What follows belongs to an exercise in optimizing a design on an open flow for a short achievable clock period and few clock cycles; a production flow would make more cautious choices. Function was checked by simulation only, so behaviour that the tests miss may differ from the original. Power and IR drop assume default switching activity.

===== config.mk =====
export PLATFORM = sky130hd
export DESIGN_NAME = top
export DESIGN_NICKNAME = top
export VERILOG_FILES = /design/flow/design.v
export SDC_FILE = /design/flow/constraint.sdc
export NUM_CORES = 4
export LEC_CHECK = 0
export ABC_CLOCK_PERIOD_IN_PS = 1000
export CAP_MARGIN = 20
export CORE_MARGIN = 2
export CORE_UTILIZATION = 40
export PLACE_DENSITY = 0.6
export SETUP_SLACK_MARGIN = 5
export SLEW_MARGIN = 20

===== standard.sh =====
#!/bin/bash
# synth_recipe.tcl (not shown) runs the flow's synth.tcl, then flattens the netlist and writes it again
# the make line also repeats each setting of config.mk as NAME=value (left out here)
make -C /OpenROAD-flow-scripts/flow DESIGN_CONFIG=/design/flow/config.mk WORK_HOME=/design/flow/orfs CLKGATE_MAP_FILE= SYNTH_SCRIPT=/design/flow/synth_recipe.tcl "${@:-finish}"

===== design.v =====
module top (
    input         clk,
    input         reset,
    output [31:0] PC,
    input  [31:0] Instr,
    output        MemWrite,
    output [31:0] DataAdr,
    output [31:0] WriteData,
    input  [31:0] ReadData
);
    reg  [31:0] pc_f;
    reg         v_d;
    reg  [31:0] ir_d;
    reg  [31:0] pc8_d, pc4_d;
    reg  [3:0]  ra2_d;               
    reg         aimm_d;              
    reg         bimm_d;              
    reg  [31:0] imm_d;               
    reg         pred_d;
    reg         v_e;
    reg  [31:0] a_e, b_e, sd_e;
    reg  [31:0] pc4_e;
    reg  [3:0]  cond_e;
    reg  [3:0]  rd_e;
    reg         dp_e, ld_e, st_e, br_e, s_e, pred_e;
    reg  [1:0]  aluc_e;
    reg         add_e, sub_e, and_e, orr_e;    
    reg         fN, fZ, fC, fV;
    reg         mw_m, ld_m, wr_m;
    reg  [3:0]  rd_m;
    reg  [31:0] adr_m, wd_m;
    reg  [32*15-1:0] rf;              
    assign PC        = pc_f;
    assign MemWrite  = mw_m;
    assign DataAdr   = adr_m;
    assign WriteData = wd_m;
    function [64:0] ks32;
        input [31:0] a, b;
        input        ci;
        reg   [31:0] g, p, gn, pn, c;
        integer k, i;
        begin
            p = a ^ b;
            g = a & b;
            g[0] = g[0] | (p[0] & ci);
            for (k = 1; k < 32; k = k * 2) begin
                for (i = 0; i < 32; i = i + 1) begin
                    if (i >= k) begin
                        gn[i] = g[i] | (p[i] & g[i-k]);
                        pn[i] = p[i] & p[i-k];
                    end else begin
                        gn[i] = g[i];
                        pn[i] = p[i];
                    end
                end
                g = gn;
                p = pn;
            end
            c = {g[30:0], ci};
            ks32 = {g[31], c, a ^ b ^ c};
        end
    endfunction
    function [16:0] ks8;
        input [7:0] a, b;
        input       ci;
        reg   [7:0] g, p, gn, pn, c;
        integer k, i;
        begin
            p = a ^ b;
            g = a & b;
            g[0] = g[0] | (p[0] & ci);
            for (k = 1; k < 8; k = k * 2) begin
                for (i = 0; i < 8; i = i + 1) begin
                    if (i >= k) begin
                        gn[i] = g[i] | (p[i] & g[i-k]);
                        pn[i] = p[i] & p[i-k];
                    end else begin
                        gn[i] = g[i];
                        pn[i] = p[i];
                    end
                end
                g = gn;
                p = pn;
            end
            c = {g[6:0], ci};
            ks8 = {g[7], c, a ^ b ^ c};
        end
    endfunction
    reg condex;
    always @(*) begin
        case (cond_e)
            4'b0000: condex = fZ;
            4'b0001: condex = ~fZ;
            4'b0010: condex = fC;
            4'b0011: condex = ~fC;
            4'b0100: condex = fN;
            4'b0101: condex = ~fN;
            4'b0110: condex = fV;
            4'b0111: condex = ~fV;
            4'b1000: condex = fC & ~fZ;
            4'b1001: condex = ~fC | fZ;
            4'b1010: condex = ~(fN ^ fV);
            4'b1011: condex = fN ^ fV;
            4'b1100: condex = ~fZ & ~(fN ^ fV);
            4'b1101: condex = fZ | (fN ^ fV);
            default: condex = 1'b1;
        endcase
    end
    wire go_e = v_e & condex;
    wire [31:0] sum_e, dif_e;
    wire        co_s, co_d;
    wire [31:0] cs_unused, cd_unused;
    assign {co_s, cs_unused, sum_e} = ks32(a_e, b_e, 1'b0);
    assign {co_d, cd_unused, dif_e} = ks32(a_e, ~b_e, 1'b1);
    wire [31:0] res_e = ({32{add_e}} & sum_e) | ({32{sub_e}} & dif_e) |
                        ({32{and_e}} & (a_e & b_e)) | ({32{orr_e}} & (a_e | b_e));
    wire co_e = aluc_e[0] ? co_d : co_s;
    wire rN = res_e[31];
    wire [31:0] bz   = b_e ^ {32{sub_e}};
    wire [31:0] kz   = {a_e[30:0] | bz[30:0], sub_e};
    wire        z_as = &((a_e ^ bz) ~^ kz);
    wire rZ = aluc_e[1] ? (aluc_e[0] ? ~|(a_e | b_e) : ~|(a_e & b_e)) : z_as;
    wire rC = ~aluc_e[1] & (co_e ^ sub_e);
    wire rV = ~(a_e[31] ^ b_e[31] ^ aluc_e[0]) & (a_e[31] ^ res_e[31]) & ~aluc_e[1];
    wire pcw_e    = dp_e & (rd_e == 4'd15);
    wire taken_e  = go_e & (br_e | pcw_e);
    wire redirect = v_e & (taken_e ^ pred_e);
    wire wf_e     = go_e & dp_e & s_e;                  
    wire wr_e     = go_e & ((dp_e & ~pcw_e) | ld_e);    
    wire [3:0] cond_d = ir_d[31:28];
    wire [1:0] op_d   = ir_d[27:26];
    wire       i_d    = ir_d[25];
    wire [3:0] cmd_d  = ir_d[24:21];
    wire       s_d    = ir_d[20];
    wire [3:0] rn_d   = ir_d[19:16];
    wire [3:0] rd_d   = ir_d[15:12];
    wire [3:0] rm_d   = ir_d[3:0];
    wire dp_d = (op_d == 2'b00);
    wire mem_d = (op_d == 2'b01);
    wire br_d = (op_d == 2'b10);
    wire ld_d = mem_d & s_d;
    wire st_d = mem_d & ~s_d;
    reg [1:0] aluc_d;
    always @(*) begin
        if (dp_d) begin
            case (cmd_d)
                4'b0100: aluc_d = 2'b00;
                4'b0010: aluc_d = 2'b01;
                4'b0000: aluc_d = 2'b10;
                4'b1100: aluc_d = 2'b11;
                default: aluc_d = 2'b00;
            endcase
        end else
            aluc_d = 2'b00;
    end
    wire use_a = dp_d | mem_d;
    wire use_b = (dp_d & ~i_d) | st_d;
    wire stall = v_d & v_e & ld_e &
                 ((use_a & rn_d == rd_e) | (use_b & ra2_d == rd_e));
    wire [31:0] m_val = ld_m ? ReadData : adr_m;
    wire fa_e = wr_e & (rn_d == rd_e);
    wire fb_e = wr_e & (ra2_d == rd_e);
    wire fa_m = wr_m & (rn_d == rd_m);
    wire fb_m = wr_m & (ra2_d == rd_m);
    wire [31:0] rfa = (rn_d  == 4'd15) ? pc8_d : rf[32*rn_d +: 32];
    wire [31:0] rfb = (ra2_d == 4'd15) ? pc8_d : rf[32*ra2_d +: 32];
    wire [31:0] rfa_m = fa_m ? m_val : rfa;
    wire [31:0] rfb_m = fb_m ? m_val : rfb;
    wire addpc_d = dp_d & i_d & (cmd_d == 4'b0100) & (rn_d == 4'd15) & (rd_d == 4'd15);
    wire ctl_d   = br_d | addpc_d;
    wire zd      = wf_e ? rZ : fZ;
    reg  condex_d;
    always @(*) begin
        case (cond_d)
            4'b0000: condex_d = zd;
            4'b0001: condex_d = ~zd;
            4'b0010: condex_d = fC;
            4'b0011: condex_d = ~fC;
            4'b0100: condex_d = fN;
            4'b0101: condex_d = ~fN;
            4'b0110: condex_d = fV;
            4'b0111: condex_d = ~fV;
            4'b1000: condex_d = fC & ~fZ;
            4'b1001: condex_d = ~fC | fZ;
            4'b1010: condex_d = ~(fN ^ fV);
            4'b1011: condex_d = fN ^ fV;
            4'b1100: condex_d = ~fZ & ~(fN ^ fV);
            4'b1101: condex_d = fZ | (fN ^ fV);
            default: condex_d = 1'b1;
        endcase
    end
    wire known_d  = ~wf_e | (cond_d[3:1] == 3'b000) | (cond_d == 4'b1110);
    wire redir_d  = v_d & ctl_d & known_d & (condex_d ^ pred_d) & ~redirect;
    wire [31:0] off_d  = br_d ? {{6{ir_d[23]}}, ir_d[23:0], 2'b00} : {24'd0, ir_d[7:0]};
    wire [31:0] btgt_d;
    wire        btgt_co;
    wire [31:0] cbt_unused;
    assign {btgt_co, cbt_unused, btgt_d} = ks32(pc8_d, off_d, 1'b0);
    wire [31:0] d_target = condex_d ? btgt_d : pc4_d;
    wire a_is_pc = aimm_d;
    wire b_is_imm = bimm_d;
    wire        fa_x = fa_e & ~a_is_pc;
    wire        fb_x = fb_e & ~b_is_imm;
    wire [31:0] a_pre   = a_is_pc ? pc8_d : rfa_m;
    wire [31:0] b_pre   = b_is_imm ? imm_d : rfb_m;
    wire [31:0] a_next  = fa_x ? res_e : a_pre;
    wire [31:0] b_next  = fb_x ? res_e : b_pre;
    wire [31:0] sd_next = fb_e ? res_e : rfb_m;
    wire [31:2] pcp4_u = pc_f[31:2] + 30'd1;
    wire [31:3] pcp8_u = pc_f[31:3] + 29'd1;
    wire [21:0] hi0  = pcp8_u[31:10];
    wire [3:0] f_cond  = Instr[31:28];
    wire       f_br    = (Instr[27:26] == 2'b10);
    wire       f_addpc = (Instr[27:21] == 7'b0010100) &&
                         (Instr[19:16] == 4'd15) && (Instr[15:12] == 4'd15);
    wire       f_short = (Instr[23:8] == 16'h0000) || (Instr[23:8] == 16'hFFFF);
    wire [7:0] lo_b;
    wire       c_b;
    wire [7:0] cb_unused;
    assign {c_b, cb_unused, lo_b} = ks8({pcp8_u[9:3], pc_f[2]}, Instr[7:0], 1'b0);
    wire [31:0] tgt_b = {hi0, lo_b, pc_f[1:0]};
    wire        nx_b  = (c_b == Instr[23]);
    wire [7:0]  lo_a;
    wire        c_a;
    wire [7:0] ca_unused;
    assign {c_a, ca_unused, lo_a} = ks8({pcp8_u[7:3], pc_f[2:0]}, Instr[7:0], 1'b0);
    wire [31:0] tgt_a = {pcp8_u[31:8], lo_a};
    wire        nx_a  = ~c_a;
    wire fNV = fN ^ fV;
    wire [15:0] cv = {1'b1, 1'b1, fZ | fNV, ~fZ & ~fNV, fNV, ~fNV, ~fC | fZ, fC & ~fZ,
                      ~fV, fV, ~fN, fN, ~fC, fC, ~fZ, fZ};
    wire f_condok = cv[f_cond];
    wire f_pred = (f_br & f_short & nx_b | f_addpc & nx_a) & f_condok;
    wire [31:0] tgt_f = f_br ? tgt_b : tgt_a;
    wire [31:0] e_target = taken_e ? res_e : pc4_e;
    wire [31:0] pc_hold  = redirect ? e_target : (redir_d ? d_target : pc_f);
    wire        hold     = redirect | redir_d | stall;
    wire [31:0] pc_fnext = f_pred ? tgt_f : {pcp4_u, pc_f[1:0]};
    wire [31:0] pc_next  = hold ? pc_hold : pc_fnext;
    integer j;
    always @(posedge clk or posedge reset) begin
        if (reset) begin
            pc_f <= 32'd0;
            v_d  <= 1'b0;
            v_e  <= 1'b0;
            fN <= 1'b0; fZ <= 1'b0; fC <= 1'b0; fV <= 1'b0;
            mw_m <= 1'b0;
            ld_m <= 1'b0;
            wr_m <= 1'b0;
        end else begin
            pc_f <= pc_next;
            if (redirect | redir_d) v_d <= 1'b0;
            else if (!stall) v_d <= 1'b1;
            v_e  <= v_d & ~stall & ~redirect;
            if (go_e & dp_e & s_e) begin fN <= rN; fZ <= rZ; end
            if (go_e & dp_e & s_e & ~aluc_e[1]) begin fC <= rC; fV <= rV; end
            mw_m <= go_e & st_e;
            ld_m <= go_e & ld_e;
            wr_m <= wr_e;
        end
    end
    always @(posedge clk) begin
        if (!stall) begin
            ir_d   <= Instr;
            ra2_d  <= (Instr[27:26] == 2'b01 && !Instr[20]) ? Instr[15:12] : Instr[3:0];
            aimm_d <= (Instr[27:26] == 2'b10);
            bimm_d <= Instr[27] ^ Instr[26] | Instr[25];
            imm_d  <= (Instr[27:26] == 2'b10) ? {{6{Instr[23]}}, Instr[23:0], 2'b00} :
                      (Instr[27:26] == 2'b01) ? {20'd0, Instr[11:0]} : {24'd0, Instr[7:0]};
            pc8_d  <= {pcp8_u, pc_f[2:0]};
            pc4_d  <= {pcp4_u, pc_f[1:0]};
            pred_d <= f_pred;
        end
        a_e    <= a_next;
        b_e    <= b_next;
        sd_e   <= sd_next;
        pc4_e  <= pc4_d;
        cond_e <= cond_d;
        rd_e   <= rd_d;
        dp_e   <= dp_d;
        ld_e   <= ld_d;
        st_e   <= st_d;
        br_e   <= br_d;
        s_e    <= s_d;
        pred_e <= pred_d ^ redir_d;
        aluc_e <= aluc_d;
        add_e  <= (aluc_d == 2'b00);
        sub_e  <= (aluc_d == 2'b01);
        and_e  <= (aluc_d == 2'b10);
        orr_e  <= (aluc_d == 2'b11);
        rd_m   <= rd_e;
        adr_m  <= res_e;
        wd_m   <= sd_e;
        for (j = 0; j < 15; j = j + 1)
            if (wr_m && rd_m == j) rf[32*j +: 32] <= m_val;
    end
endmodule

===== flow/fast_synth.tcl =====
# The standard flow's synthesis script (synth_recipe.tcl), with two changes:
#  - ABC runs a mapping-only script (abc_map.script) that keeps the depth of
#    the RTL's parallel-prefix adders;
#  - a register that synthesis leaves without a name of its own (named
#    _NNN_) is given the name the standard synthesis gave the register that
#    drives the same net, read from $STD_NETLIST, so that the two pair.
proc synth {args} { yosys synth -nofsm -noshare {*}$args }
proc abc {args} {
  set i [lsearch -exact $args -script]
  if {$i >= 0} { lset args [expr {$i + 1}] $::env(FAST_ABC_SCRIPT) }
  yosys abc {*}$args
}
source $::env(SCRIPTS_DIR)/synth.tcl
# left out here: clear keep_hierarchy, flatten, clean up, hide names made inside functions, write 1_2_yosys.v

proc flop_q_map {txt} {
  # auto-named flip-flops: Q net -> instance name
  set m [dict create]
  foreach {all cell inst body} [regexp -all -inline {(sky130_fd_sc_hd__e?df\w*)\s+(\S+)\s*\(([^;]*)\);} $txt] {
    if {[regexp {^_[0-9]+_$} $inst] && [regexp {\.Q\(\s*([^)]*?)\s*\)} $body -> q]} {
      dict set m $q $inst
    }
  }
  return $m
}
if {[info exists ::env(STD_NETLIST)] && [file exists $::env(STD_NETLIST)]} {
  set f [open $::env(STD_NETLIST) r]; set std [read $f]; close $f
  set out $::env(RESULTS_DIR)/1_2_yosys.v
  set f [open $out r]; set txt [read $f]; close $f
  set stdm [flop_q_map $std]
  set mine [flop_q_map $txt]
  dict for {q inst} $mine {
    if {![dict exists $stdm $q]} { puts "fast_synth: no standard name for $inst (Q $q)"; continue }
    set want [dict get $stdm $q]
    if {$want eq $inst} continue
    # move any cell already holding that name out of the way
    if {[regexp "\\s${want}\\s*\\(" $txt]} {
      set n 0
      while {[regexp "\\s${want}x${n}\\s*\\(" $txt]} { incr n }
      regsub -all "(\\s)${want}(\\s*\\()" $txt "\\1${want}x${n}\\2" txt
    }
    regsub -all "(\\s)${inst}(\\s*\\()" $txt "\\1${want}\\2" txt
    puts "fast_synth: renamed $inst to $want (Q $q)"
  }
  set f [open $out w]; puts -nonewline $f $txt; close $f
}

===== constraint.sdc =====
create_clock -name core_clock -period 11.0 [get_ports {clk}]
set_input_delay 2.2000 -clock core_clock [delete_from_list [all_inputs] [get_ports {clk}]]
set_output_delay 2.2000 -clock core_clock [all_outputs]
set_load 0.01 [all_outputs]

===== flow/abc_map.script =====
strash
dch
map -D 1000
topo
buffer -p
upsize -D 1000
dnsize -D 1000

===== flow/run.sh =====
#!/bin/bash
# Own flow: the standard layout (standard.sh) with these changes.
#  - Synthesis maps with a mapping-only ABC script (flow/abc_map.script) and
#    without the full/half adder cells, so the RTL's parallel-prefix adders
#    keep their depth. Registers are untouched by both changes.
#  - The standard synthesis runs first; its netlist gives the names of the
#    few registers that synthesis leaves unnamed (see flow/fast_synth.tcl).
#  - Ports are buffered with buf_4 rather than the smallest buffer (a delay
#    cell that resizing could not swap out), and resizing may swap a cell
#    for one of another footprint.
# Each step's full output: std_synth.log, run_make.log, and ORFS's own logs
# under orfs/logs.
set -uo pipefail
HERE=$(pwd)
MARGIN=${MARGIN:-7.6}
RES=orfs/results/${FLOW_PLATFORM:-sky130hd}/top/base
bash standard.sh synth > std_synth.log 2>&1 || { tail -20 std_synth.log; exit 1; }
cp $RES/1_2_yosys.v std_netlist.v
rm -rf orfs
export FAST_ABC_SCRIPT=$HERE/flow/abc_map.script
export STD_NETLIST=$HERE/std_netlist.v
bash standard.sh SYNTH_SCRIPT=$HERE/flow/fast_synth.tcl ADDER_MAP_FILE= \
    SETUP_SLACK_MARGIN=$MARGIN MATCH_CELL_FOOTPRINT=0 \
    "BUFFER_PORTS_ARGS=-buffer_cell sky130_fd_sc_hd__buf_4" finish > run_make.log 2>&1
st=$?
tail -20 run_make.log
exit $st

==> results of run 1 <==
stage by stage:
stage / instances / area (sq um)
2_1_floorplan: 5728 / 47700
3_3_place_gp: 7245 / 50600
3_5_place_dp: 7246 / 50700
4_1_cts: 7519 / 56100
5_1_grt: 7567 / 57200
6_report: 7573 / 57200
kinds of logic after synthesis:
group | Yosys count
AO/OA/AOI/OAI | 1832
XOR/XNOR | 51
buffers and inverters | 782
flip-flops | 864
multiplexers | 16
AND/OR/NAND/NOR | 2183
what timing repair did:
item	CTS	global route
setup buffers	89	37
cloned	7	9
pin swaps	36	39
gates resized for setup	402	181
endpoints found under the setup margin	329	137
critical path, stage by stage:
cell and delay (ns):
buf_12 0.08, clkinvlp_4 0.16, nor4_4 0.45, inv_2 0.10, or3_4 0.36, a211oi_4 0.24, a31o_4 0.27, buf_6 0.13
nand3_1 0.07, nand2_1 0.10, o21ai_1 0.07, a21oi_1 0.16
worst max path at each step:
stage | slack [ns] | cells past startpoint | from | end
2_1_floorplan | 6.96 | 13 | Instr[1] | pc_f[26]$_DFFE_PP0P_
3_3_place_gp | 5.67 | 11 | Instr[21] | pc_f[16]$_DFFE_PP0P_
3_5_place_dp | 5.67 | 11 | Instr[21] | pc_f[16]$_DFFE_PP0P_
4_1_cts | 7.27 | 12 | Instr[23] | pc_f[15]$_DFFE_PP0P_
5_1_grt | 7.15 | 15 | Instr[1] | pc_f[19]$_DFFE_PP0P_
6_report | 7.24 | 12 | Instr[23] | pc_f[30]$_DFFE_PP0P_
final cells by class:
| type | instances | area, sq um | area share [%] |
|---|---|---|---|
| repair inverters | 2 | 16.3 | 0.0284 |
| flip-flops and latches | 864 | 23700 | 41.4 |
| multi-input cells | 4088 | 22400 | 39.2 |
| inverters | 496 | 2010 | 3.51 |
| diodes | 8 | 20.0 | 0.0350 |
| clock inverters | 53 | 505 | 0.884 |
| well taps | 1536 | 1920 | 3.36 |
| repair buffers | 402 | 3850 | 6.73 |
| clock buffers | 124 | 2770 | 4.85 |
routing by layer:
| metal | vias up | share of wire (%) |
|---|---|---|
| met1 | 23576 | 39 |
| met3 | 708 | 14 |
| met4 | 24 | 6.2 |
| li1 | 21046 | - |
| met2 | 3715 | 41 |
| met5 | - | 0.068 |
sequential cells by signal (all words and copies together), names as in the netlist, 26 cells and up:
signal  count
a_e        32
adr_m      32
b_e        32
imm_d      26
ir_d       32
pc4_d      32
pc4_e      32
pc8_d      30
pc_f       32
rf        480
sd_e       32
wd_m       32
cells in the mapped netlist (20+ instances only):
cell | count | share of area [%]
dfxtp_1 | 216 | 9.1
buf_2 | 30 | 0.32
nand4_1 | 101 | 1.3
o21bai_1 | 24 | 0.38
buf_1 | 23 | 0.18
dfrtp_1 | 41 | 2.2
a31oi_1 | 82 | 1.1
nand2_1 | 1020 | 8.1
o21ai_0 | 737 | 7.8
o221ai_1 | 67 | 1.2
a221oi_1 | 67 | 1.2
nand3_1 | 320 | 3.4
and2_1 | 25 | 0.33
inv_1 | 481 | 3.8
nor3_1 | 49 | 0.52
o211ai_1 | 82 | 1.3
a21oi_1 | 455 | 4.8
nor4_1 | 30 | 0.39
edfxtp_1 | 607 | 38
o21a_1 | 31 | 0.49
clkbuf_1 | 227 | 1.8
o22ai_1 | 40 | 0.53
or2_2 | 25 | 0.33
o2111ai_1 | 44 | 0.81
o21ai_1 | 20 | 0.21
nor2_1 | 564 | 4.5
a22oi_1 | 66 | 1.0
xor2_1 | 37 | 0.68
power by group through the flow:
stage,clock network (mW),logic (mW),registers (mW)
2_1_floorplan,0,2.33,4.52
3_3_place_gp,0,4.31,4.74
3_5_place_dp,0,4.31,4.74
4_1_cts,3.38,4.70,4.66
5_1_grt,3.51,5.32,4.71
6_report,3.37,5.13,4.71
==> flow_metrics.env, run 1 <==
export IMPL_cts_tree="yes"
export IMPL_leakage_nw=21.7
export IMPL_synth_ff_type="edfxtp_1"
export IMPL_reg2reg_depth=13
export IMPL_slew_limit_headroom_pct=13.9
export IMPL_drt_iter0_drc=8058
export IMPL_ir_drop_mv=0.166
export IMPL_die_h_um=349
export IMPL_fp_dieW_um=349
export IMPL_pin_count=163
export IMPL_cts_htree_levels=3
export IMPL_clockRootBuffer="clkbuf_16"
export IMPL_areaGrowthSynthToFinish_pct=20.2
export IMPL_fin_skew_ns=0.0537
export IMPL_rr_startpoint="ir_d[18]$_DFFE_PN_"
export IMPL_yosys_cell_types_count=82
export IMPL_dp_hpwl_mm=163
export IMPL_p_int_mw=7.60
export IMPL_synth_enable_flop_cells=607
export IMPL_final_nets=6014
export IMPL_top_usage_layer="met2"
export IMPL_grtUsageMet2_pct=53.2
export IMPL_cts_buffers=94
export IMPL_track_usage_pct=37.1
export IMPL_final_util_pct=48.5
export IMPL_portBuffers=162
export IMPL_nFillCells=11241
export IMPL_finalMaxSlewViolations=0
export IMPL_std_cell_rows=126
export IMPL_drive_above_1_share_pct=16.0
export IMPL_gp_congestion=1.08
export IMPL_dieArea_sq_um=122000
export IMPL_syn_num_nets=5794
export IMPL_synth_top_family_by_area="compound AO/OA/AOI/OAI gates"
export IMPL_async_reset_ff_share_pct=4.75
export IMPL_viasPerCell=6.48
export IMPL_setup_tns_ns=0
export IMPL_grt_pass1_vias=44235
export IMPL_syn_instance_count=5728
export IMPL_grt_pass1_wl_mm=325
export IMPL_crit_type="input pin to register"
export IMPL_worstPathRequired_ns=11.63
export IMPL_totalWireLength_mm=236
export IMPL_synth_seq_cells=864
export IMPL_avgSynthCellArea_sq_um=8.30
export IMPL_dp_slack_ns=5.67
export IMPL_start_util_pct=40.3
export IMPL_grt_max_degree=75
export IMPL_pwr_share_comb_pct=38.8
export IMPL_core_sq_um=118000
export IMPL_cts_buffer_depth=3
export IMPL_clk_latency_ns=0.73
export IMPL_rsz0062_at_grt="yes"
export IMPL_drc=0
export IMPL_p_switching_mw=5.60
export IMPL_cts_hold_buf=0
export IMPL_critPathLaunchType="input pin"
export IMPL_fmax_mhz=266
export IMPL_holdWs_ns=0.326
export IMPL_cts_sinks=864
export IMPL_hold_viol=0
export IMPL_worstHoldEndpoint="wd_m[26]$_DFF_P_"
export IMPL_use_met3_pct=11.5
export IMPL_p_clk_share_pct=25.5
export IMPL_final_antenna_net_count=0
export IMPL_synthMuxAreaShare_pct=0.368
export IMPL_totalPowerFinal_mw=13.2
export IMPL_synth_compound_area_share_pct=23.1
export IMPL_whs_path_depth=0
export IMPL_rrSetupSlack_ns=7.29
export IMPL_cp_max_fo=7
export IMPL_setup_violations_final=0
export IMPL_final_common_cell="nand2_1"
export IMPL_period_share_pct=34.2
export IMPL_min_period_ns=3.76
export IMPL_setup_ws_ns=7.24
export IMPL_final_cell_mix="nand2_1 (992), o21ai_0 (676), edfxtp_1 (607)"
export IMPL_clk_pin_slew_ns=0.07
export IMPL_vias=49069
export IMPL_grt_use_met1_pct=50.2
export IMPL_routedWlPerCell_um=31.1
export IMPL_synthXorXnorAreaFrac_pct=0.968
export IMPL_swShare_pct=42.5
export IMPL_cp_end_kind="register"
export IMPL_synth_fa_ha_area_share_pct=0
export IMPL_antenna_found_initial=27
export IMPL_hp_class="register to register"
export IMPL_tightestPinTransition_ns=1.28
export IMPL_powerDensity_nw_per_um2=231
export IMPL_r2r_end="pc_f[23]$_DFFE_PP0P_"
export IMPL_yosys_area_share_simple_pct=19.6
export IMPL_maxCapViolCount=0
export IMPL_grt_overflow=0
export IMPL_p_seq_share_pct=35.7
export IMPL_ys_seq_area_share_pct=49.6
export IMPL_synth_area_sq_um=47600
export IMPL_cp_arrival_ns=4.39
export IMPL_first_pass_iters=7
export IMPL_min_from="sd_e[26]$_DFF_P_"
export IMPL_yosys_warnings=1
export IMPL_status="finished clean"
Testbench counts, summed over its fixed seeds: cycles 40,666.
==> inputs of run 2 (changes only) <==
--- a/design.v
+++ b/design.v
@@ -17,6 +17,7 @@
     reg         bimm_d;              
     reg  [31:0] imm_d;               
     reg         pred_d;
+    reg         cross_d;             
     reg         v_e;
     reg  [31:0] a_e, b_e, sd_e;
     reg  [31:0] pc4_e;
@@ -190,13 +191,14 @@
         endcase
     end
     wire known_d  = ~wf_e | (cond_d[3:1] == 3'b000) | (cond_d == 4'b1110);
-    wire redir_d  = v_d & ctl_d & known_d & (condex_d ^ pred_d) & ~redirect;
+    wire take_d   = known_d ? condex_d : pred_d;
+    wire redir_d  = v_d & ctl_d & ((take_d ^ pred_d) | (pred_d & cross_d)) & ~redirect;
     wire [31:0] off_d  = br_d ? {{6{ir_d[23]}}, ir_d[23:0], 2'b00} : {24'd0, ir_d[7:0]};
     wire [31:0] btgt_d;
     wire        btgt_co;
     wire [31:0] cbt_unused;
     assign {btgt_co, cbt_unused, btgt_d} = ks32(pc8_d, off_d, 1'b0);
-    wire [31:0] d_target = condex_d ? btgt_d : pc4_d;
+    wire [31:0] d_target = take_d ? btgt_d : pc4_d;
     wire a_is_pc = aimm_d;
     wire b_is_imm = bimm_d;
     wire        fa_x = fa_e & ~a_is_pc;
@@ -230,7 +232,8 @@
     wire [15:0] cv = {1'b1, 1'b1, fZ | fNV, ~fZ & ~fNV, fNV, ~fNV, ~fC | fZ, fC & ~fZ,
                       ~fV, fV, ~fN, fN, ~fC, fC, ~fZ, fZ};
     wire f_condok = cv[f_cond];
-    wire f_pred = (f_br & f_short & nx_b | f_addpc & nx_a) & f_condok;
+    wire f_pred  = (f_br & f_short | f_addpc) & f_condok;
+    wire f_cross = f_br ? ~nx_b : ~nx_a;
     wire [31:0] tgt_f = f_br ? tgt_b : tgt_a;
     wire [31:0] e_target = taken_e ? res_e : pc4_e;
     wire [31:0] pc_hold  = redirect ? e_target : (redir_d ? d_target : pc_f);
@@ -270,6 +273,7 @@
             pc8_d  <= {pcp8_u, pc_f[2:0]};
             pc4_d  <= {pcp4_u, pc_f[1:0]};
             pred_d <= f_pred;
+            cross_d <= f_cross;
         end
         a_e    <= a_next;
         b_e    <= b_next;
@@ -282,7 +286,7 @@
         st_e   <= st_d;
         br_e   <= br_d;
         s_e    <= s_d;
-        pred_e <= pred_d ^ redir_d;
+        pred_e <= redir_d ? take_d : pred_d;
         aluc_e <= aluc_d;
         add_e  <= (aluc_d == 2'b00);
         sub_e  <= (aluc_d == 2'b01);
==> run 2 against run 1 <==
Still clean. Area after synthesis shrank 1.7%. Die area shrank 1.7%. Fmax grew 5.4%. Via count shrank 2.2%. Global-route usage shrank 0.14 points. Worst setup slack gained 0.19 ns. Synthesized cell count shrank 2.5%. Clock power grew 4%. Sequential power grew 0.8%. Utilization grew 0.51 points. Combinational power shrank 3%. Critical endpoint is now PC[2]. Largest power group unchanged.
==> flow_metrics.env, run 2 <==
export IMPL_tightestPinTransition_ns=1.16
export IMPL_gp_congestion=1.06
export IMPL_grt_pass1_vias=43474
export IMPL_status="finished clean"
export IMPL_worstPathRequired_ns=8.80
export IMPL_maxCapViolCount=0
export IMPL_regMostFlops="rf"
export IMPL_drt_iter0_drc=7615
export IMPL_placed_cells=7089
export IMPL_std_cell_rows=125
export IMPL_synth_ff_type="edfxtp_1"
export IMPL_final_antenna_net_count=0
export IMPL_place_area_sq_um=49900
export IMPL_rsz0062_at_grt="yes"
export IMPL_grt_overflow=0
export IMPL_fmax_mhz=280
export IMPL_final_cells=7412
export IMPL_cts_sinks=865
export IMPL_avgSynthCellArea_sq_um=8.37
export IMPL_die_h_um=346
export IMPL_viasPerCell=6.47
export IMPL_cp_arrival_ns=1.37
export IMPL_drive_above_1_share_pct=17.5
export IMPL_synth_enable_flop_cells=608
export IMPL_dieArea_sq_um=120000
export IMPL_leakage_nw=21.8
export IMPL_yosys_cell_types_count=75
export IMPL_async_reset_ff_share_pct=4.74
export IMPL_nFillCells=10967
export IMPL_totalWireLength_mm=231
export IMPL_clockRootBuffer="clkbuf_16"
export IMPL_synth_seq_cells=865
export IMPL_dp_hpwl_mm=157
export IMPL_hp_class="register to register"
export IMPL_syn_instance_count=5583
export IMPL_hold_viol=0
export IMPL_stdcell_area_sq_um=56900
export IMPL_grt_pass1_wl_mm=320
export IMPL_fin_skew_ns=0.0396
export IMPL_routedWlPerCell_um=31.2
export IMPL_cp_end_kind="output pin"
export IMPL_syn_num_nets=5649
export IMPL_drc=0
export IMPL_synth_area_leaders="edfxtp_1 (39%), dfxtp_1 (9.2%), nand2_1 (7.7%)"
export IMPL_portBuffers=162
export IMPL_core_sq_um=116000
export IMPL_totalPowerFinal_mw=13.2
export IMPL_holdWs_ns=0.318
export IMPL_yosys_warnings=1
export IMPL_cp_max_fo=2
export IMPL_track_usage_pct=37.0
export IMPL_min_period_ns=3.57
export IMPL_cts_tree="yes"
export IMPL_synth_largest_area_cell="edfxtp_1"
export IMPL_ys_seq_area_share_pct=50.5
export IMPL_grt_max_degree=77
export IMPL_crit_type="register to output pin"
export IMPL_largest_reg_flops=480
export IMPL_clk_pin_slew_ns=0.07
export IMPL_fp_dieW_um=346
export IMPL_antenna_found_initial=25
export IMPL_rrSetupSlack_ns=7.56
export IMPL_finalMaxSlewViolations=0
export IMPL_first_pass_iters=12
export IMPL_vias=47980
export IMPL_powerDensity_nw_per_um2=233
export IMPL_areaGrowthSynthToFinish_pct=21.6
export IMPL_setup_tns_ns=0
export IMPL_cts_buffer_depth=3
export IMPL_synth_most_common_cell="nand2_1"
export IMPL_synth_top_area_share_pct=39.0
export IMPL_synth_area_sq_um=46800
export IMPL_final_common_cell="nand2_1"
export IMPL_setup_violations_final=0
export IMPL_cts_htree_levels=3
export IMPL_synth_common_cells="nand2_1 (964), o21ai_0 (656), nor2_1 (616)"
export IMPL_period_share_pct=32.5
export IMPL_cts_buffers=98
export IMPL_critPathLaunchType="register"
export IMPL_ir_drop_mv=0.158
export IMPL_start_util_pct=40.3
export IMPL_pin_count=163
export IMPL_final_cell_mix="nand2_1 (925), edfxtp_1 (608), o21ai_0 (593)"
export IMPL_slew_limit_headroom_pct=22.0
export IMPL_clk_latency_ns=0.72
export IMPL_final_nets=5863
==> run 2: cell count changes after synthesis, moves of 18 or more <==
| cell | before | now |
|---|---|---|
| a21oi_1 | 455 | 405 |
| a31oi_1 | 82 | 41 |
| a32oi_1 | 17 | 42 |
| inv_1 | 481 | 523 |
| nand2_1 | 1020 | 964 |
| nand3_1 | 320 | 291 |
| nor2_1 | 564 | 616 |
| nor3_1 | 49 | 67 |
| o211ai_1 | 82 | 114 |
| o21ai_0 | 737 | 656 |
==> run 2: path summary, 6_finish.rpt <==
| check | start | endpoint | cells after the start |
|---|---|---|---|
| min in group asynchronous | reset | pc_f[27]$_DFFE_PP0P_ | 3 |
| max in group asynchronous | reset | pc_f[21]$_DFFE_PP0P_ | 3 |
| worst max register to register | ra2_d[3]$_DFFE_PN_ | b_e[26]$_DFF_P_ | 12 |
| worst min-delay path | sd_e[3]$_DFF_P_ | wd_m[3]$_DFF_P_ | 0 |
| worst max-delay path | pc_f[2]$_DFFE_PP0P_ | PC[2] | 2 |
| worst min register to register | sd_e[3]$_DFF_P_ | wd_m[3]$_DFF_P_ | 0 |
==> run 2: cell families (layout without fill, tap and decap cells) <==
family          Yosys count  in the layout  share of synthesized area (%)
simple gates           2120           2127                           19.1
compound gates         1709           1709                           22.4
flops                   865            865                           50.5
buf+inv                 823           1115                           6.78
xor+xnor                 51             51                          0.955
mux                      15             15                          0.356
other cells               0              6                              0
==> run 2: final cells by class <==
type,count,area (sq um),share of cell area [%]
inverter,540,2140,3.77
sequential,865,23700,41.7
clock buffer,126,2730,4.80
multi-input combinational,3902,21800,38.3
antenna,6,15.0,0.0264
tap,1524,1910,3.35
clock inverter,59,717,1.26
timing repair inverter,2,15.0,0.0264
timing repair buffer,388,3810,6.70
==> run 2: what timing repair did <==
item / 4_1_cts / 5_1_grt
cloned: 14 / 6
hold buffers: 0 / 0
endpoints found under the setup margin: 350 / 152
gates resized for setup: 397 / 288
pin swaps: 25 / 63
buffers inserted: 77 / 35
==> run 2: report_power, final <==
group	total [mW]	switching (mW)	leakage, nW	internal, mW
combinational	4.97	3.52	12.1	1.45
sequential	4.75	0.542	8.01	4.21
clock	3.51	1.44	1.70	2.07
==> run 2: worst max-delay path: stages, from the launching register on <==
cell     delay [ns]
dfrtp_2        0.42
buf_12         0.14
buf_6          0.11
==> run 2: metrics by stage <==
step                util (%)  worst slack (ns)
finish                  49.0              7.43
global route            49.0              7.40
CTS                     47.8              7.40
detailed placement      43.0              6.11
global placement        43.0              6.14
floorplan                  -              7.25
==> run 2: per-layer routing <==
metal / track usage [%] / part of all wire [%] / vias up
li1: - / - / 20440
met1: 49.7 / 38 / 23144
met2: 53.6 / 41 / 3677
met3: 10.7 / 14 / 699
met4: 19.9 / 6.6 / 20
met5: 0 / 0.056 / -
Testbench counts of run 2, summed over its fixed seeds: cycles 40,666.
==> inputs of run 3 (changes only) <==
==> flow/abc_map.script (replaced) <==
strash
dch
map -D 1000
topo
buffer -p
upsize -D 1000
==> run 3 against run 2 <==
Final cell count is 1.5% higher. Via count is 0.35% lower. Non-clock buffer count stayed put. Largest cell class unchanged. Largest power group unchanged.
==> flow_metrics.env, run 3 <==
export IMPL_status="finished clean"
export IMPL_cp_end_kind="output pin"
export IMPL_final_cell_mix="nand2_1 (898), edfxtp_1 (608), o21ai_0 (600)"
export IMPL_synth_largest_area_cell="edfxtp_1"
export IMPL_placed_cells=7193
export IMPL_maxCapViolCount=0
export IMPL_std_cell_rows=129
export IMPL_hold_viol=0
export IMPL_p_switching_mw=5.54
export IMPL_fin_skew_ns=0.0537
export IMPL_crit_path_max_incr_delay_ns=0.46
export IMPL_antenna_found_initial=13
export IMPL_drc=0
export IMPL_min_period_ns=3.51
export IMPL_clockRootBuffer="clkbuf_16"
export IMPL_die_h_um=357
export IMPL_synth_enable_flop_cells=608
export IMPL_final_util_pct=46.0
export IMPL_p_int_mw=7.52
export IMPL_syn_instance_count=5583
export IMPL_start_util_pct=40.4
export IMPL_grt_overflow=0
export IMPL_cts_hold_buf=0
export IMPL_path_delay_family="flip-flops"
export IMPL_powerDensity_nw_per_um2=229
export IMPL_swShare_pct=42.4
export IMPL_synth_area_leaders="edfxtp_1 (37%), dfxtp_1 (8.7%), nand2_1 (7.0%)"
export IMPL_drt_iter0_drc=7470
export IMPL_synth_ff_type="edfxtp_1"
export IMPL_syn_num_nets=5649
export IMPL_totalWireLength_mm=235
export IMPL_ir_drop_mv=0.157
export IMPL_first_pass_iters=7
export IMPL_largest_reg_flops=480
export IMPL_areaGrowthSynthToFinish_pct=14.0
export IMPL_grt_max_degree=139
export IMPL_yosys_cell_types_count=102
export IMPL_worstPathRequired_ns=8.80
export IMPL_drive_above_1_share_pct=18.2
export IMPL_crit_buf_inv=1
export IMPL_finalMaxSlewViolations=0
export IMPL_async_reset_ff_share_pct=4.74
export IMPL_final_nets=5859
export IMPL_ys_seq_area_share_pct=47.2
export IMPL_clk_pin_slew_ns=0.06
export IMPL_viasPerCell=6.36
export IMPL_slowest_stage="dfrtp_2"
export IMPL_p_seq_share_pct=36.7
export IMPL_gp_congestion=1.04
export IMPL_clk_latency_ns=0.73
export IMPL_track_usage_pct=35.2
export IMPL_cts_sinks=865
export IMPL_setup_tns_ns=0
export IMPL_pin_count=163
export IMPL_dp_hpwl_mm=160
export IMPL_leakage_nw=21.7
export IMPL_seq_area_sq_um=23700
export IMPL_synth_seq_cells=865
export IMPL_synth_area_sq_um=50000
export IMPL_cts_buffers=95
export IMPL_fmax_mhz=285
export IMPL_grt_pass1_vias=43470
export IMPL_core_sq_um=124000
export IMPL_fp_dieW_um=357
export IMPL_period_share_pct=31.9
export IMPL_routedWlPerCell_um=31.2
export IMPL_cts_htree_levels=3
export IMPL_multiInputGateArea_sq_um=22100
export IMPL_grt_pass1_wl_mm=322
export IMPL_cp_arrival_ns=1.31
export IMPL_critPathLaunchType="register"
export IMPL_cts_tree="yes"
export IMPL_cp_max_fo=2
export IMPL_synth_common_cells="nand2_1 (934), o21ai_0 (655), edfxtp_1 (608)"
export IMPL_crit_type="register to output pin"
export IMPL_p_clk_share_pct=24.9
export IMPL_dp_slack_ns=6.28
export IMPL_avgSynthCellArea_sq_um=8.95
export IMPL_grtUsageMet2_pct=51.9
export IMPL_dieArea_sq_um=128000
export IMPL_setup_violations_final=0
export IMPL_vias=47810
export IMPL_final_cells=7521
export IMPL_final_common_cell="nand2_1"
export IMPL_setup_ws_ns=7.49
export IMPL_regMostFlops="rf"
export IMPL_rsz0062_at_grt="yes"
export IMPL_grt_use_met1_pct=48.3
export IMPL_nFillCells=11922
export IMPL_pwr_share_comb_pct=38.4
export IMPL_synth_most_common_cell="nand2_1"
export IMPL_use_met3_pct=7.69
export IMPL_portBuffers=162
export IMPL_yosys_warnings=1
export IMPL_cts_buffer_depth=3
export IMPL_synth_top_area_share_pct=36.5
export IMPL_slew_limit_headroom_pct=15.5
export IMPL_final_antenna_net_count=0
export IMPL_top_usage_layer="met2"
export IMPL_crit_chain="buf_6"
export IMPL_hp_class="register to register"
export IMPL_tightestPinTransition_ns=1.25
run 3: cell types whose count changed after synthesis, sizes merged:
cell           before  now
bufbuf              0   13
clkbuf            239  226
buf                44   34
clkdlybuf4s50       0    8
and2b               0    3
nor2b               4    1
clkdlybuf4s15       0    2
clkinv              4    5
inv               536  535
run 3: worst register-to-register path, delay by kind of cell, from the launching register on:
kind,cells,cell delay [ns]
buffers and inverters,2,0.37
and+or+nand+nor,6,0.79
DFF,1,0.38
AOI/OAI and AO/OA,7,1.77
run 3: stage by stage:
stage | area [sq um] | total power, mW | hold WS, ns
floorplan | 50200 | 7.05 | 0.310
global route | 56900 | 13.4 | 0.325
finish | 57000 | 13.1 | 0.325
global placement | 50600 | 9.06 | 0.312
detailed placement | 50600 | 9.04 | 0.312
CTS | 55600 | 12.6 | 0.324
run 3: layout make-up:
type	instances	share of cell area (%)
inverter	540	3.80
antenna	9	0.0395
timing repair buffer	388	6.63
clock buffer	128	4.53
sequential	865	41.7
tap	1637	3.60
clock inverter	51	0.953
multi-input combinational	3903	38.8
run 3: logic make-up (layout without fill, tap and decap cells):
group	count (synthesis)	in the layout	share of synthesized area (%)
flops	865	865	47.2
buf+inv	823	1107	11.5
compound gates	1709	1709	21.4
mux	15	15	0.333
other cells	0	9	0
xor+xnor	51	51	0.894
simple gates	2120	2128	18.6
run 3: what timing repair did:
action / CTS / global route
endpoints found under the hold margin: 0 / 0
gates cloned: 8 / 6
resized for setup: 327 / 212
buffers inserted: 73 / 53
endpoints found under the setup margin: 332 / 152
pin swaps: 33 / 61
run 3: worst paths after layout:
check / start / end / slack [ns] / cells past startpoint
worst max-delay path: pc_f[0]$_DFFE_PP0P_ / PC[0] / 7.49 / 1
worst min-delay path: sd_e[11]$_DFF_P_ / wd_m[11]$_DFF_P_ / 0.32 / 0
max in group asynchronous: reset / ld_m$_DFF_PP0_ / 8.77 / 3
worst max register to register: a_e[1]$_DFF_P_ / pc_f[25]$_DFFE_PP0P_ / 7.58 / 15
worst min register to register: sd_e[11]$_DFF_P_ / wd_m[11]$_DFF_P_ / 0.32 / 0
min in group asynchronous: reset / pc_f[12]$_DFFE_PP0P_ / 1.69 / 3
run 3: routing by layer:
| layer | vias to the layer above | wire length [um] |
|---|---|---|
| li1 | 20433 | - |
| met4 | 6 | 13900 |
| met3 | 658 | 29400 |
| met1 | 23148 | 91500 |
| met2 | 3565 | 99700 |
| met5 | - | 45 |
run 3: power by group through the flow:
stage	combinational [mW]	sequential [mW]	clock (mW)
global placement	4.20	4.86	0
global route	5.22	4.79	3.39
CTS	4.58	4.76	3.26
floorplan	2.51	4.54	0
finish	5.01	4.80	3.26
detailed placement	4.20	4.85	0
==> inputs of run 4 (changes only) <==
--- a/flow/run.sh
+++ b/flow/run.sh
@@ -12,7 +12,7 @@
 # under orfs/logs.
 set -uo pipefail
 HERE=$(pwd)
-MARGIN=${MARGIN:-7.6}
+MARGIN=${MARGIN:-8.0}
 RES=orfs/results/${FLOW_PLATFORM:-sky130hd}/top/base
 bash standard.sh synth > std_synth.log 2>&1 || { tail -20 std_synth.log; exit 1; }
 cp $RES/1_2_yosys.v std_netlist.v
==> run 4 against run 3 <==
Sequential power about the same. Largest power group unchanged. Synthesized cell count did not move. Clock skew down 0.0085 ns. Highest routed layer unchanged. Critical path type unchanged. Utilization increased by 2.2 points. Still clean on timing, DRC and antenna. Via count increased by 2.2%. Register-to-register slack improved by 0.04 ns. Area after synthesis did not move. Clock power hardly changed.
==> flow_metrics.env, run 4 <==
export IMPL_status="finished clean"
export IMPL_syn_instance_count=5583
export IMPL_synth_seq_cells=865
export IMPL_std_cell_rows=129
export IMPL_drt_iter0_drc=7650
export IMPL_powerDensity_nw_per_um2=225
export IMPL_synth_area_leaders="edfxtp_1 (37%), dfxtp_1 (8.7%), nand2_1 (7.0%)"
export IMPL_crit_type="register to output pin"
export IMPL_hold_viol=0
export IMPL_placed_cells=7189
export IMPL_fmax_mhz=279
export IMPL_synth_largest_area_cell="edfxtp_1"
export IMPL_cts_htree_levels=3
export IMPL_ys_seq_area_share_pct=47.2
export IMPL_gp_congestion=1.07
export IMPL_synth_common_cells="nand2_1 (934), o21ai_0 (655), edfxtp_1 (608)"
export IMPL_vias=48883
export IMPL_final_util_pct=48.2
export IMPL_largest_reg_flops=480
export IMPL_top_usage_layer="met2"
export IMPL_grt_overflow=0
export IMPL_drc=0
export IMPL_totalWireLength_mm=238
export IMPL_grtUsageMet2_pct=51.2
export IMPL_fp_dieW_um=357
export IMPL_hp_class="register to register"
export IMPL_avgSynthCellArea_sq_um=8.95
export IMPL_syn_num_nets=5649
export IMPL_swShare_pct=42.2
export IMPL_yosys_warnings=1
export IMPL_totalPowerFinal_mw=13.4
export IMPL_critPathLaunchType="register"
export IMPL_finalMaxSlewViolations=0
export IMPL_leakage_nw=22.8
export IMPL_path_delay_family="flip-flops"
export IMPL_cp_max_fo=2
export IMPL_routedWlPerCell_um=31.1
export IMPL_holdWs_ns=0.369
export IMPL_ir_drop_mv=0.145
export IMPL_clk_latency_ns=0.72
export IMPL_clk_pin_slew_ns=0.07
export IMPL_areaGrowthSynthToFinish_pct=19.4
export IMPL_min_period_ns=3.58
export IMPL_cts_tree="yes"
export IMPL_slowest_stage="dfrtp_2"
export IMPL_setup_tns_ns=0
export IMPL_yosys_cell_types_count=102
export IMPL_grt_pass1_vias=44378
export IMPL_crit_buf_inv=2
export IMPL_track_usage_pct=35.4
export IMPL_first_pass_iters=6
export IMPL_p_clk_share_pct=24.1
export IMPL_maxCapViolCount=0
export IMPL_dieArea_sq_um=128000
export IMPL_fin_skew_ns=0.0452
export IMPL_viasPerCell=6.40
export IMPL_drive_above_1_share_pct=24.0
export IMPL_portBuffers=162
export IMPL_setup_violations_final=0
export IMPL_synth_enable_flop_cells=608
export IMPL_final_cell_mix="nand2_1 (871), edfxtp_1 (608), o21ai_0 (563)"
export IMPL_final_common_cell="nand2_1"
export IMPL_start_util_pct=40.4
export IMPL_die_h_um=357
export IMPL_use_met3_pct=10.6
export IMPL_synth_top_area_share_pct=36.5
export IMPL_p_seq_share_pct=35.9
export IMPL_tightestPinTransition_ns=1.13
export IMPL_grt_use_met1_pct=46.9
export IMPL_pwr_share_comb_pct=40.1
export IMPL_cts_sinks=865
export IMPL_p_switching_mw=5.68
export IMPL_cts_buffer_depth=3
export IMPL_synth_area_sq_um=50000
export IMPL_crit_chain="buf_12, buf_6"
export IMPL_async_reset_ff_share_pct=4.74
export IMPL_synth_ff_type="edfxtp_1"
export IMPL_regMostFlops="rf"
export IMPL_cp_end_kind="output pin"
export IMPL_cp_arrival_ns=1.38
export IMPL_final_cells=7643
export IMPL_grt_max_degree=72
export IMPL_period_share_pct=32.5
export IMPL_core_sq_um=124000
export IMPL_worstPathRequired_ns=8.80
export IMPL_synth_most_common_cell="nand2_1"
export IMPL_dp_hpwl_mm=155
export IMPL_crit_path_max_incr_delay_ns=0.43
export IMPL_grt_pass1_wl_mm=325
export IMPL_antenna_found_initial=20
export IMPL_rrSetupSlack_ns=7.62
export IMPL_final_antenna_net_count=0
export IMPL_p_int_mw=7.77
export IMPL_clockRootBuffer="clkbuf_16"
export IMPL_slew_limit_headroom_pct=24.2
export IMPL_rsz0062_at_grt="yes"
export IMPL_final_nets=5982
export IMPL_cts_buffers=94
export IMPL_pin_count=163
## run 4: cell counts after synthesis
No cell type changed its count.
## run 4: layer usage
metal	up-vias	share of wire [%]
met5	-	0.093
met4	22	6.7
met3	741	14
met2	3880	42
met1	23526	38
li1	20714	-
## run 4: repair_timing
action | CTS | global route
gates resized for setup | 719 | 317
hold buffers | 0 | 0
endpoints found under the setup margin | 401 | 326
hold endpoints to repair | 0 | 0
pin swaps | 94 | 91
gates cloned | 24 | 12
buffers inserted | 153 | 78
## run 4: power by group through the flow
| stage | registers (mW) | logic [mW] | clock network [mW] |
|---|---|---|---|
| detailed placement | 4.82 | 4.18 | 0 |
| floorplan | 4.54 | 2.52 | 0 |
| CTS | 4.76 | 4.85 | 3.23 |
| global placement | 4.82 | 4.17 | 0 |
| finish | 4.82 | 5.39 | 3.23 |
| global route | 4.82 | 5.59 | 3.37 |
## run 4: cell type report
| cell class | count | area [sq um] |
|---|---|---|
| antenna | 13 | 32.5 |
| clock buffer | 117 | 2510 |
| clock inverter | 56 | 581 |
| fill | 11548 | 64100 |
| inverter | 540 | 2230 |
| multi-input combinational | 3904 | 23100 |
| sequential | 865 | 23800 |
| tap | 1637 | 2050 |
| timing repair buffer | 507 | 5330 |
| timing repair inverter | 4 | 35.0 |
## run 4: cells by family after synthesis
group / count (synthesis) / share of synthesized area, %
AO/OA/AOI/OAI: 1709 / 21.4
buffers and inverters: 823 / 11.5
multiplexers: 15 / 0.333
flip-flops: 865 / 47.2
AND/OR/NAND/NOR: 2120 / 18.6
XOR/XNOR: 51 / 0.894
## run 4: metrics by stage
stage / setup slack (ns) / instance area (sq um)
after floorplan: 7.23 / 50300
after global placement: 6.04 / 50700
after detailed placement: 5.86 / 50700
after CTS: 7.41 / 57700
after global routing: 7.40 / 59700
final: 7.42 / 59700
## run 4: worst paths after layout
check / to / startpoint / depth (start not counted)
max in group asynchronous: fN$_DFFE_PP0N_ / reset / 3
setup / recovery: PC[2] / pc_f[2]$_DFFE_PP0P_ / 2
hold reg to reg: wd_m[11]$_DFF_P_ / sd_e[11]$_DFF_P_ / 0
setup reg to reg: pc_f[23]$_DFFE_PP0P_ / ir_d[26]$_DFFE_PN_ / 15
hold / removal: wd_m[11]$_DFF_P_ / sd_e[11]$_DFF_P_ / 0
min in group asynchronous: pc_f[12]$_DFFE_PP0P_ / reset / 3
==> inputs of run 5 (changes only) <==
--- a/flow/run.sh
+++ b/flow/run.sh
@@ -12,7 +12,7 @@
 # under orfs/logs.
 set -uo pipefail
 HERE=$(pwd)
-MARGIN=${MARGIN:-8.0}
+MARGIN=${MARGIN:-7.6}
 RES=orfs/results/${FLOW_PLATFORM:-sky130hd}/top/base
 bash standard.sh synth > std_synth.log 2>&1 || { tail -20 std_synth.log; exit 1; }
 cp $RES/1_2_yosys.v std_netlist.v
--- a/config.mk
+++ b/config.mk
@@ -9,6 +9,7 @@
 export CAP_MARGIN = 20
 export CORE_MARGIN = 2
 export CORE_UTILIZATION = 40
+export GPL_ROUTABILITY_DRIVEN = 0
 export PLACE_DENSITY = 0.6
 export SETUP_SLACK_MARGIN = 5
 export SLEW_MARGIN = 20
==> run 5 against run 4 <==
Still clean. Die area unchanged. Worst setup slack gained 0.0077 ns. Wire length decreased by 6.5%. Largest cell class unchanged. Largest power group unchanged.
==> flow_metrics.env, run 5 <==
export IMPL_fmax_mhz=280
export IMPL_grt_pass1_vias=43385
export IMPL_yosys_warnings=1
export IMPL_nFillCells=11699
export IMPL_syn_num_nets=5649
export IMPL_vias=48473
export IMPL_clockRootBuffer="clkbuf_16"
export IMPL_period_share_pct=32.5
export IMPL_yosys_cell_types_count=102
export IMPL_tightestPinTransition_ns=1.30
export IMPL_setup_ws_ns=7.43
export IMPL_synth_top_family_by_area="compound AO/OA/AOI/OAI gates"
export IMPL_core_sq_um=124000
export IMPL_synth_area_leaders="edfxtp_1 (37%), dfxtp_1 (8.7%), nand2_1 (7.0%)"
export IMPL_synth_largest_area_cell="edfxtp_1"
export IMPL_cts_tree="yes"
export IMPL_start_util_pct=40.4
export IMPL_dp_hpwl_mm=145
export IMPL_final_common_cell="nand2_1"
export IMPL_clk_pin_slew_ns=0.06
export IMPL_min_period_ns=3.57
export IMPL_grt_max_degree=144
export IMPL_cts_htree_levels=3
export IMPL_routedWlPerCell_um=29.6
export IMPL_grt_pass1_wl_mm=306
export IMPL_cp_max_fo=8
export IMPL_worstPathRequired_ns=11.57
export IMPL_synth_common_cells="nand2_1 (934), o21ai_0 (655), edfxtp_1 (608)"
export IMPL_critical_path_most_common_cell="buf_6"
export IMPL_dp_slack_ns=6.13
export IMPL_rsz0062_at_grt="yes"
export IMPL_yosys_area_share_simple_pct=18.6
export IMPL_final_antenna_net_count=0
export IMPL_multiInputGateArea_sq_um=21900
export IMPL_hold_viol=0
export IMPL_final_util_pct=45.7
export IMPL_cp_arrival_ns=4.15
export IMPL_maxCapViolCount=0
export IMPL_holdWs_ns=0.323
export IMPL_async_reset_ff_share_pct=4.74
export IMPL_leakage_nw=21.6
export IMPL_ir_drop_mv=0.182
export IMPL_first_pass_iters=8
export IMPL_synth_seq_cells=865
export IMPL_std_cell_rows=129
export IMPL_synth_area_sq_um=50000
export IMPL_totalPowerFinal_mw=12.9
export IMPL_fin_skew_ns=0.0295
export IMPL_avgSynthCellArea_sq_um=8.95
export IMPL_synth_fa_ha_area_share_pct=0
export IMPL_antenna_found_initial=19
export IMPL_portBuffers=162
export IMPL_drc=0
export IMPL_grt_overflow=0
export IMPL_cts_sinks=865
export IMPL_synthXorXnorAreaFrac_pct=0.894
export IMPL_regMostFlops="rf"
export IMPL_synth_enable_flop_cells=608
export IMPL_cts_buffer_depth=3
export IMPL_synth_top_area_share_pct=36.5
export IMPL_slew_limit_headroom_pct=12.4
export IMPL_track_usage_pct=32.9
export IMPL_setup_violations_final=0
export IMPL_cts_buffers=93
export IMPL_crit_path_max_incr_delay_ns=0.39
export IMPL_largest_reg_flops=480
export IMPL_hp_class="register to register"
export IMPL_finalMaxSlewViolations=0
export IMPL_critPathLaunchType="input pin"
export IMPL_ys_seq_area_share_pct=47.2
export IMPL_status="finished clean"
export IMPL_viasPerCell=6.45
export IMPL_powerDensity_nw_per_um2=228
export IMPL_final_nets=5850
export IMPL_cts_hold_buf=0
export IMPL_cp_end_kind="register"
export IMPL_fp_dieW_um=357
export IMPL_crit_chain="buf_6, nand4_1, nor4_2, o21ai_2, o31ai_2, and3_4, nor2_4, buf_6, o21ai_4, o221ai_2"
export IMPL_crit_type="input pin to register"
export IMPL_die_h_um=357
export IMPL_final_cell_mix="nand2_1 (912), edfxtp_1 (608), o21ai_0 (595)"
export IMPL_synth_ff_type="edfxtp_1"
export IMPL_clk_latency_ns=0.71
export IMPL_drive_above_1_share_pct=17.7
export IMPL_slowest_stage="and3_4"
export IMPL_synth_most_common_cell="nand2_1"
export IMPL_totalWireLength_mm=222
export IMPL_pin_count=163
export IMPL_synthMuxAreaShare_pct=0.333
export IMPL_drt_iter0_drc=8603
export IMPL_dieArea_sq_um=128000
export IMPL_syn_instance_count=5583
export IMPL_seq_area_sq_um=23700
export IMPL_setup_tns_ns=0
export IMPL_areaGrowthSynthToFinish_pct=13.1
export IMPL_synth_compound_area_share_pct=21.4
## run 5: cell counts after synthesis
No cell type changed its count.
## run 5: per-layer routing
metal	GRT usage, %	wire [um]
met5	0	278
met4	19.6	15800
met3	12.1	34200
met2	45.9	89400
met1	43.2	82500
## run 5: critical path: cells and delay by family
kind	cells	cell delay [ns]
compound gates	4	0.47
buf+inv	2	0.29
simple gates	4	1.16
## run 5: final cells by class
cell class	count	share of cell area (%)
multi-input combinational	3904	38.7
inverter	540	3.83
timing repair buffer	379	6.39
tap	1637	3.62
sequential	865	41.9
clock inverter	59	0.983
antenna	14	0.0620
clock buffer	114	4.46
timing repair inverter	1	0.00885
## run 5: power by group
part	internal, mW	switching, mW
Clock	1.79	1.42
Combinational	1.45	3.45
Sequential	4.21	0.570
## run 5: worst paths after layout
path	start	endpoint	slack [ns]	cells past startpoint
min reg2reg	sd_e[28]$_DFF_P_	wd_m[28]$_DFF_P_	0.32	0
min	sd_e[28]$_DFF_P_	wd_m[28]$_DFF_P_	0.32	0
max reg2reg	b_e[15]$_DFF_P_	b_e[21]$_DFF_P_	7.49	12
max	Instr[14]	pc_f[17]$_DFFE_PP0P_	7.43	10
min in group asynchronous	reset	pc_f[12]$_DFFE_PP0P_	1.69	3
max in group asynchronous	reset	ld_m$_DFF_PP0_	8.76	3
## run 5: repair_timing
action                                 CTS  global route
pin swaps                               24            59
setup buffers                           73            48
gates cloned                             9            12
setup endpoints to repair              319           149
resized for setup                      229           237
endpoints found under the hold margin    0             0
## run 5: cell families after synthesis
family,Yosys count
XOR/XNOR,51
AND/OR/NAND/NOR,2120
flip-flops,865
AO/OA/AOI/OAI,1709
multiplexers,15
buffers and inverters,823
## run 5: through the flow
step | instances | instance area, sq um
6_report | 7513 | 56500
5_1_grt | 7499 | 56500
4_1_cts | 7439 | 55100
3_5_place_dp | 7184 | 50600
3_3_place_gp | 7183 | 50500
2_1_floorplan | 5583 | 50200
==> inputs of run 6 (changes only) <==
--- a/flow/run.sh
+++ b/flow/run.sh
@@ -12,7 +12,7 @@
 # under orfs/logs.
 set -uo pipefail
 HERE=$(pwd)
-MARGIN=${MARGIN:-7.6}
+MARGIN=${MARGIN:-7.9}
 RES=orfs/results/${FLOW_PLATFORM:-sky130hd}/top/base
 bash standard.sh synth > std_synth.log 2>&1 || { tail -20 std_synth.log; exit 1; }
 cp $RES/1_2_yosys.v std_netlist.v
--- a/config.mk
+++ b/config.mk
@@ -8,8 +8,7 @@
 export ABC_CLOCK_PERIOD_IN_PS = 1000
 export CAP_MARGIN = 20
 export CORE_MARGIN = 2
-export CORE_UTILIZATION = 40
-export GPL_ROUTABILITY_DRIVEN = 0
-export PLACE_DENSITY = 0.6
+export CORE_UTILIZATION = 55
+export PLACE_DENSITY = 0.7
 export SETUP_SLACK_MARGIN = 5
 export SLEW_MARGIN = 20
==> run 6 against run 5 <==
Still clean. Area after synthesis stayed put. Die area is 27% lower. Wire length is 5.5% higher. Clock skew is 0.022 ns higher. Sequential cell count stayed put.
==> flow_metrics.env, run 6 <==
export IMPL_start_util_pct=55.5
export IMPL_avgSynthCellArea_sq_um=8.95
export IMPL_final_antenna_net_count=0
export IMPL_crit_type="register to register"
export IMPL_synth_area_leaders="edfxtp_1 (37%), dfxtp_1 (8.7%), nand2_1 (7.0%)"
export IMPL_ir_drop_mv=0.174
export IMPL_final_cell_mix="nand2_1 (887), edfxtp_1 (608), o21ai_0 (581)"
export IMPL_period_share_pct=32.6
export IMPL_final_util_pct=65.5
export IMPL_synth_seq_cells=865
export IMPL_cts_htree_levels=3
export IMPL_async_reset_ff_share_pct=4.74
export IMPL_maxCapViolCount=0
export IMPL_drive_above_1_share_pct=22.7
export IMPL_cts_buffer_depth=3
export IMPL_grt_pass1_wl_mm=320
export IMPL_drc=0
export IMPL_dp_hpwl_mm=151
export IMPL_grt_max_degree=80
export IMPL_areaGrowthSynthToFinish_pct=18.0
export IMPL_final_common_cell="nand2_1"
export IMPL_cp_max_fo=12
export IMPL_powerDensity_nw_per_um2=227
export IMPL_cts_buffers=91
export IMPL_critPathLaunchType="register"
export IMPL_clk_latency_ns=0.71
export IMPL_status="finished clean"
export IMPL_cts_hold_buf=0
export IMPL_fp_dieW_um=305
export IMPL_synth_enable_flop_cells=608
export IMPL_clk_pin_slew_ns=0.06
export IMPL_die_h_um=305
export IMPL_cp_end_kind="register"
export IMPL_pin_count=163
export IMPL_ys_seq_area_share_pct=47.2
export IMPL_cts_sinks=865
export IMPL_hp_class="register to register"
export IMPL_cts_tree="yes"
export IMPL_slew_limit_headroom_pct=23.7
export IMPL_synth_ff_type="edfxtp_1"
export IMPL_fin_skew_ns=0.0511
export IMPL_first_pass_iters=10
export IMPL_clockRootBuffer="clkbuf_16"
export IMPL_rsz0062_at_grt="yes"
export IMPL_core_sq_um=90000
export IMPL_synth_top_area_share_pct=36.5
export IMPL_syn_num_nets=5649
export IMPL_dieArea_sq_um=93300
export IMPL_holdWs_ns=0.329
export IMPL_setup_tns_ns=0
export IMPL_drt_iter0_drc=8763
export IMPL_synth_most_common_cell="nand2_1"
export IMPL_totalPowerFinal_mw=13.4
export IMPL_setup_violations_final=0
export IMPL_final_nets=5971
export IMPL_grt_pass1_vias=45641
export IMPL_finalMaxSlewViolations=0
export IMPL_cp_arrival_ns=4.15
export IMPL_yosys_warnings=1
export IMPL_largest_reg_flops=480
export IMPL_synth_largest_area_cell="edfxtp_1"
export IMPL_vias=49768
export IMPL_hold_viol=0
export IMPL_worstPathRequired_ns=11.57
export IMPL_regMostFlops="rf"
export IMPL_track_usage_pct=47.5
export IMPL_leakage_nw=22.7
export IMPL_tightestPinTransition_ns=1.14
export IMPL_portBuffers=162
export IMPL_yosys_cell_types_count=102
export IMPL_routedWlPerCell_um=32.7
export IMPL_viasPerCell=6.94
export IMPL_synth_common_cells="nand2_1 (934), o21ai_0 (655), edfxtp_1 (608)"
export IMPL_synth_area_sq_um=50000
export IMPL_min_period_ns=3.58
export IMPL_grt_overflow=0
export IMPL_antenna_found_initial=21
export IMPL_gp_congestion=1.07
export IMPL_fmax_mhz=279
export IMPL_std_cell_rows=110
export IMPL_syn_instance_count=5583
export IMPL_totalWireLength_mm=234
[run 6: path summary, 6_finish.rpt]
path,startpoint,endpoint,slack (ns),depth (start not counted)
min in group asynchronous,reset,pc_f[12]$_DFFE_PP0P_,1.70,3
max reg2reg,a_e[18]$_DFF_P_,pc_f[8]$_DFFE_PP0P_,7.42,15
max,a_e[18]$_DFF_P_,pc_f[8]$_DFFE_PP0P_,7.42,15
min reg2reg,sd_e[31]$_DFF_P_,wd_m[31]$_DFF_P_,0.33,0
max in group asynchronous,reset,fV$_DFFE_PP0P_,8.70,3
min,sd_e[31]$_DFF_P_,wd_m[31]$_DFF_P_,0.33,0
[run 6: logic make-up after synthesis]
family | count (synthesis) | share of synthesized area (%)
simple gates | 2120 | 18.6
compound gates | 1709 | 21.4
flops | 865 | 47.2
buf+inv | 823 | 11.5
xor+xnor | 51 | 0.894
mux | 15 | 0.333
[run 6: repair_timing]
| action | in CTS | in global routing |
|---|---|---|
| endpoints found under the hold margin | 0 | 0 |
| resized for setup | 648 | 296 |
| gates cloned | 34 | 15 |
| setup endpoints to repair | 385 | 284 |
| setup buffers | 125 | 81 |
| pin swaps | 76 | 83 |
[run 6: where the power goes]
group / internal, mW / total [mW] / switching [mW]
clock: 1.77 / 3.16 / 1.40
sequential: 4.22 / 4.79 / 0.573
combinational: 1.71 / 5.45 / 3.74
[run 6: cell type report]
| type | count | area (sq um) |
|---|---|---|
| fill | 7113 | 31000 |
| sequential | 865 | 23800 |
| multi-input combinational | 3907 | 22900 |
| timing repair buffer | 499 | 5540 |
| clock buffer | 119 | 2430 |
| inverter | 540 | 2210 |
| tap | 1176 | 1470 |
| clock inverter | 53 | 581 |
| antenna | 8 | 20.0 |
| timing repair inverter | 1 | 7.51 |
[run 6: through the flow]
stage | instances | setup slack (ns) | instance area (sq um)
5_1_grt | 7161 | 7.43 | 59000
4_1_cts | 7064 | 7.50 | 56800
3_5_place_dp | 6733 | 5.82 | 50100
3_3_place_gp | 6732 | 5.94 | 50100
6_report | 7168 | 7.42 | 59000
2_1_floorplan | 5583 | 7.23 | 50200
[run 6: layer usage]
layer / vias up / part of all wire, % / global-route usage [%]
li1: 20673 / - / -
met1: 23180 / 34 / 60.4
met5: - / 0.12 / 0.724
met4: 18 / 8.9 / 34.0
met2: 4741 / 41 / 68.2
met3: 1156 / 16 / 15.3
[run 6: critical path, stage by stage (launching register included)]
cell and delay [ns]:
dfxtp_4 0.37, and2_4 0.14, o211ai_1 0.40, nand4_1 0.41
nor4_2 0.39, nand4_1 0.14, buf_6 0.16, nand3_4 0.08
nand3_4 0.11, o211ai_4 0.16, buf_12 0.17, nand2_4 0.13
nand2_1 0.14, o21ai_0 0.10, o21ai_0 0.40, o221ai_2 0.14

[what the ideal ports hide]
In the flow no input, the clock included, has a driving cell. The finished layouts below were timed again as built, in two steps. Step 1 sets driving cells, clkbuf_16 on the clock port and buf_2 on the other inputs (assumed; they add their load-dependent delay and slew). Step 2 also shifts input and output timing later by t, the mid clock arrival at the registers, as if the neighbouring blocks saw the same clock. a / b / c = ideal ports / drivers / drivers and shift; a / b = the first two.
run | t, ns | setup slack, ns | clock arrival spread, ns
run 1 | 0.775 | 7.236 / 7.240 / 6.465 | 0.054 / 0.054
run 2 | 0.772 | 7.428 / 7.356 / 6.745 | 0.040 / 0.041
run 3 | 0.781 | 7.486 / 7.408 / 6.777 | 0.054 / 0.054
run 4 | 0.768 | 7.422 / 7.348 / 6.699 | 0.045 / 0.046
run 5 | 0.779 | 7.429 / 7.425 / 6.696 | 0.030 / 0.030
run 6 | 0.766 | 7.417 / 7.417 / 6.796 | 0.056 / 0.055
After both steps every run listed still meets setup and hold. For run 1, which loses most, drivers alone change the setup slack by +0.004 ns; drivers and shift together by -0.771 ns.
